This design comes from an exercise in tuning for small area on the open sky130 flow, not from production work.
Function was checked by simulation only, so behaviour that the tests miss may differ from the original.

==> inputs of run F <==
## int_alu_top
module int_alu_top (
    input  logic        clk          ,
    input  logic        rst_n        ,
    input  logic        in_valid     ,
    input  logic [ 4:0] in_microop   ,
    input  logic [31:0] in_data1     ,
    input  logic [31:0] in_data2     ,
    input  logic [ 5:0] in_dest      ,
    input  logic [ 2:0] in_ticket    ,
    output logic        out_valid    ,
    output logic [ 5:0] out_dest     ,
    output logic [ 2:0] out_ticket   ,
    output logic [31:0] out_data     ,
    output logic        out_exception,
    output logic [ 3:0] out_cause    ,
    output logic        busy
);
Settings: LEC_CHECK=0, ABC_AREA=1, CAP_MARGIN=20, CORE_MARGIN=2, CORE_UTILIZATION=55, CTS_BUF_LIST=sky130_fd_sc_hd__clkbuf_8, SLEW_MARGIN=20; clock period 10.0 ns.
standard.sh (not shown) runs the stock make flow with config.mk's settings and CLKGATE_MAP_FILE= SYNTH_SCRIPT=/design/flow/synth_recipe.tcl, a recipe that flattens the netlist after the stock synthesis.
==> flow/flow/run.sh <==
#!/bin/bash
# The standard layout, except that the port buffers (which the standard
# flow inserts on every input and output) use the smallest buffer cell,
# sky130_fd_sc_hd__buf_1, instead of the one buffer_ports picks by default.
# Synthesis is the standard one, run unchanged. Each step's log is kept here;
# ORFS also keeps every tool's own log under orfs/logs/.
set -euo pipefail
bash standard.sh synth > synth.log 2>&1
bash standard.sh BUFFER_PORTS_ARGS="-buffer_cell sky130_fd_sc_hd__buf_1" CTS_ARGS="-sink_clustering_enable -repair_clock_nets -dont_use_dummy_load" finish > layout.log 2>&1
==> run B (differences from run F) <==
==> flow/run.sh (new file) <==
#!/bin/bash
# synth_recipe.tcl (not shown) runs the flow's synth.tcl, then flattens the netlist and writes it again
# the make line also repeats each setting of config.mk as NAME=value (left out here)
make -C /OpenROAD-flow-scripts/flow DESIGN_CONFIG=/design/flow/config.mk WORK_HOME=/design/flow/orfs CLKGATE_MAP_FILE= SYNTH_SCRIPT=/design/flow/synth_recipe.tcl finish
CAP_MARGIN = 0   (was 20)
CTS_BUF_LIST = not set   (was sky130_fd_sc_hd__clkbuf_8)
SLEW_MARGIN = 0   (was 20)
removed: flow/flow/run.sh
removed: flow/standard.sh
==> run Z (differences from run F) <==
--- a/flow/design.v
+++ b/flow/design.v
@@ -117,10 +117,12 @@
     input  logic        start ,
     input  logic [ 4:0] op    ,
     input  logic [31:0] a     ,
     input  logic [31:0] b     ,
     input  logic [31:0] dx_q  ,    
+    input  logic [27:0] rhi_q ,    
+    output logic [27:0] rhi_d ,    
     output logic        act   ,
     output logic [31:0] dx_new,    
     output logic        done  ,
     output logic        busy  ,
     input  logic [31:0] amag  ,    
@@ -128,10 +130,13 @@
     output logic [31:0] rsel  ,    
     output logic        neg_q      
 );
     logic [ 3:0] cnt;
     logic [31:0] rem_q, quo_q;
+    logic [ 3:0] rlo_q;
+    assign rem_q = {rhi_q & {28{cnt != 4'd15}}, rlo_q};
+    assign rhi_d = r2s[31:4];
     logic        cin_q, sel_rem;
     assign done   = act & (cnt == 4'd0);
     assign dx_new = bn ? b : ~b;
     assign busy = act & (cnt != 4'd0);
     logic        sgn, bn;
@@ -186,14 +191,14 @@
             cnt <= cnt - 4'd1;
         end
     end
     always_ff @(posedge clk) begin
         if (act) begin
-            rem_q   <= r2s;
+            rlo_q   <= r2s[3:0];
             quo_q   <= q2s;
         end else begin
-            rem_q   <= {30'd0, r2};
+            rlo_q   <= {2'd0, r2};
             quo_q   <= {amag[29:0], q1, q0};
             cin_q   <= ~bn;
             sel_rem <= op[3];
             neg_q   <= op[3] ? an : (an ^ bn);
         end
@@ -4463,10 +4468,11 @@
             5'd12:   comb = in_data1 ^ in_data2;
             default: comb = 32'd0;
         endcase
     end
     logic        d_act;
+    logic [27:0] d_rhi;
     logic [31:0] dx_new;
     logic [31:0] mres;
     mul_unit mul_unit (
         .op  (op      ),
         .a   (in_data1),
@@ -4482,11 +4488,11 @@
         mv3 <= mv2;
         if (!d_act) begin
             ms1 <= is_mul ? mres : dx_new;
             mt1 <= {in_dest, in_ticket};
         end
-        ms2 <= ms1;
+        ms2 <= d_act ? {4'd0, d_rhi} : ms1;
         ms3 <= ms2;
         mt2 <= mt1;
         mt3 <= mt2;
     end
     logic        d_done, d_busy;
@@ -4496,10 +4502,12 @@
         .start  (div_start),
         .op     (op       ),
         .a      (in_data1 ),
         .b      (in_data2 ),
         .dx_q   (ms1      ),
+        .rhi_q  (ms2[27:0]),
+        .rhi_d  (d_rhi    ),
         .act    (d_act    ),
         .dx_new (dx_new   ),
         .done   (d_done   ),
         .busy   (d_busy   ),
         .amag   (addsub   ),
==> flow/flow/run.sh (replaced) <==
#!/bin/bash
# The standard layout (standard synthesis, run unchanged), except:
# - the port buffers, which the standard flow inserts on every input and
#   output, use the smallest buffer cell, sky130_fd_sc_hd__buf_1, instead of
#   the one buffer_ports picks by default;
# - clock tree synthesis adds no dummy load cells.
# Each step's log is kept here; ORFS also keeps every tool's own log under
# orfs/logs/.
set -euo pipefail
bash standard.sh synth > synth.log 2>&1
bash standard.sh \
  BUFFER_PORTS_ARGS="-buffer_cell sky130_fd_sc_hd__buf_1" \
  CTS_ARGS="-sink_clustering_enable -repair_clock_nets -dont_use_dummy_load" \
  finish > layout.log 2>&1
CORE_UTILIZATION = 65   (was 55)
CTS_BUF_LIST = not set   (was sky130_fd_sc_hd__clkbuf_8)
PLACE_DENSITY = 0.8   (was not set)
==> run H (differences from run F) <==
==> flow/flow/run.sh (replaced) <==
#!/bin/bash
# The standard layout (standard synthesis, run unchanged), except:
# - the port buffers, which the standard flow inserts on every input and
#   output, use the smallest buffer cell, sky130_fd_sc_hd__buf_1, instead of
#   the one buffer_ports picks by default;
# - clock tree synthesis uses clkbuf_8 buffers and no dummy load cells.
# Each step's log is kept here; ORFS also keeps every tool's own log under
# orfs/logs/.
set -euo pipefail
bash standard.sh synth > synth.log 2>&1
bash standard.sh \
  BUFFER_PORTS_ARGS="-buffer_cell sky130_fd_sc_hd__buf_1" \
  CTS_ARGS="-sink_clustering_enable -repair_clock_nets -dont_use_dummy_load -buf_list sky130_fd_sc_hd__clkbuf_8" \
  finish > layout.log 2>&1
CTS_BUF_LIST = not set   (was sky130_fd_sc_hd__clkbuf_8)
PLACE_DENSITY = 0.75   (was not set)
==> metrics.md <==
| Metric | Value |
|---|---|
| Outcome | complete, no violations |
| WHS Endpoint | mt3[7] |
| Crit-path leading delay family | adder cells |
| First-pass GRT wire length | 226000 um |
| Initial core utilization | 55.4% |
| Maximum fanout along the worst path | 14 |
| Final Instance Area | 40900 um2 |
Source of the figures above: run H

==> metrics.md <==
| Metric | Value |
|---|---|
| Crit-path leading delay family | compound AO/OA/AOI/OAI gates |
| WHS Endpoint | mt3[4] |
| Maximum fanout along the worst path | 12 |
| Initial core utilization | 65.4% |
| First-pass GRT wire length | 239000 um |
| Final Instance Area | 40800 um2 |
| Outcome | complete, no violations |
Source of the figures above: run Z

==> metrics.md <==
| Metric | Value |
|---|---|
| Number of I/O port buffers | 124 |
| Share of layout cells above drive strength 1 | 7.60% |
| First-pass GRT wire length | 246000 um |
| WHS Endpoint | mt3[8] |
| Outcome | complete, no violations |
| Initial core utilization | 55.4% |
| Final Instance Area | 41100 um2 |
Source of the figures above: run F

==> metrics.md <==
| Metric | Value |
|---|---|
| Maximum fanout along the worst path | 8 |
| WHS Endpoint | ms3[14] |
| Final Instance Area | 42800 um2 |
| Outcome | complete, no violations |
| First-pass GRT wire length | 248000 um |
| Crit-path leading delay family | buffers and inverters |
Source of the figures above: run B

==> what the ideal ports hide <==
Ports are ideal in the flow. The routed layouts listed here were re-timed in OpenROAD. Step 1 sets driving cells, clkbuf_16 on the clock port and buf_2 on the other inputs (assumed; they add their load-dependent delay and slew). Step 2 times the ports against the registers' clock, not the clock port: input delays grow and output delays shrink by t, the midpoint of the rising clock arrivals with the driver on. Three values: no drivers, after step 1, after step 2; two values: the first two.
run	shift t [ns]	slack for setup (ns)	worst setup path at the end	latest minus earliest clock arrival (ns)	worst register clock-pin slew, ns
run F	0.501	0.439 / 0.400 / 0.222	input to register	0.026 / 0.026	0.08 / 0.08
run B	0.520	0.277 / 0.241 / 0.005	input to register	0.025 / 0.025	0.09 / 0.09
run Z	0.502	0.345 / 0.306 / -0.170	input to register	0.042 / 0.043	0.09 / 0.09
run H	0.584	0.475 / 0.457 / -0.087	input to register	0.037 / 0.038	0.11 / 0.11
Met with ideal ports but missed after step 2: setup timing in run Z and run H. For run H, which loses most, drivers alone change the setup slack by -0.018 ns; drivers and shift together by -0.562 ns.
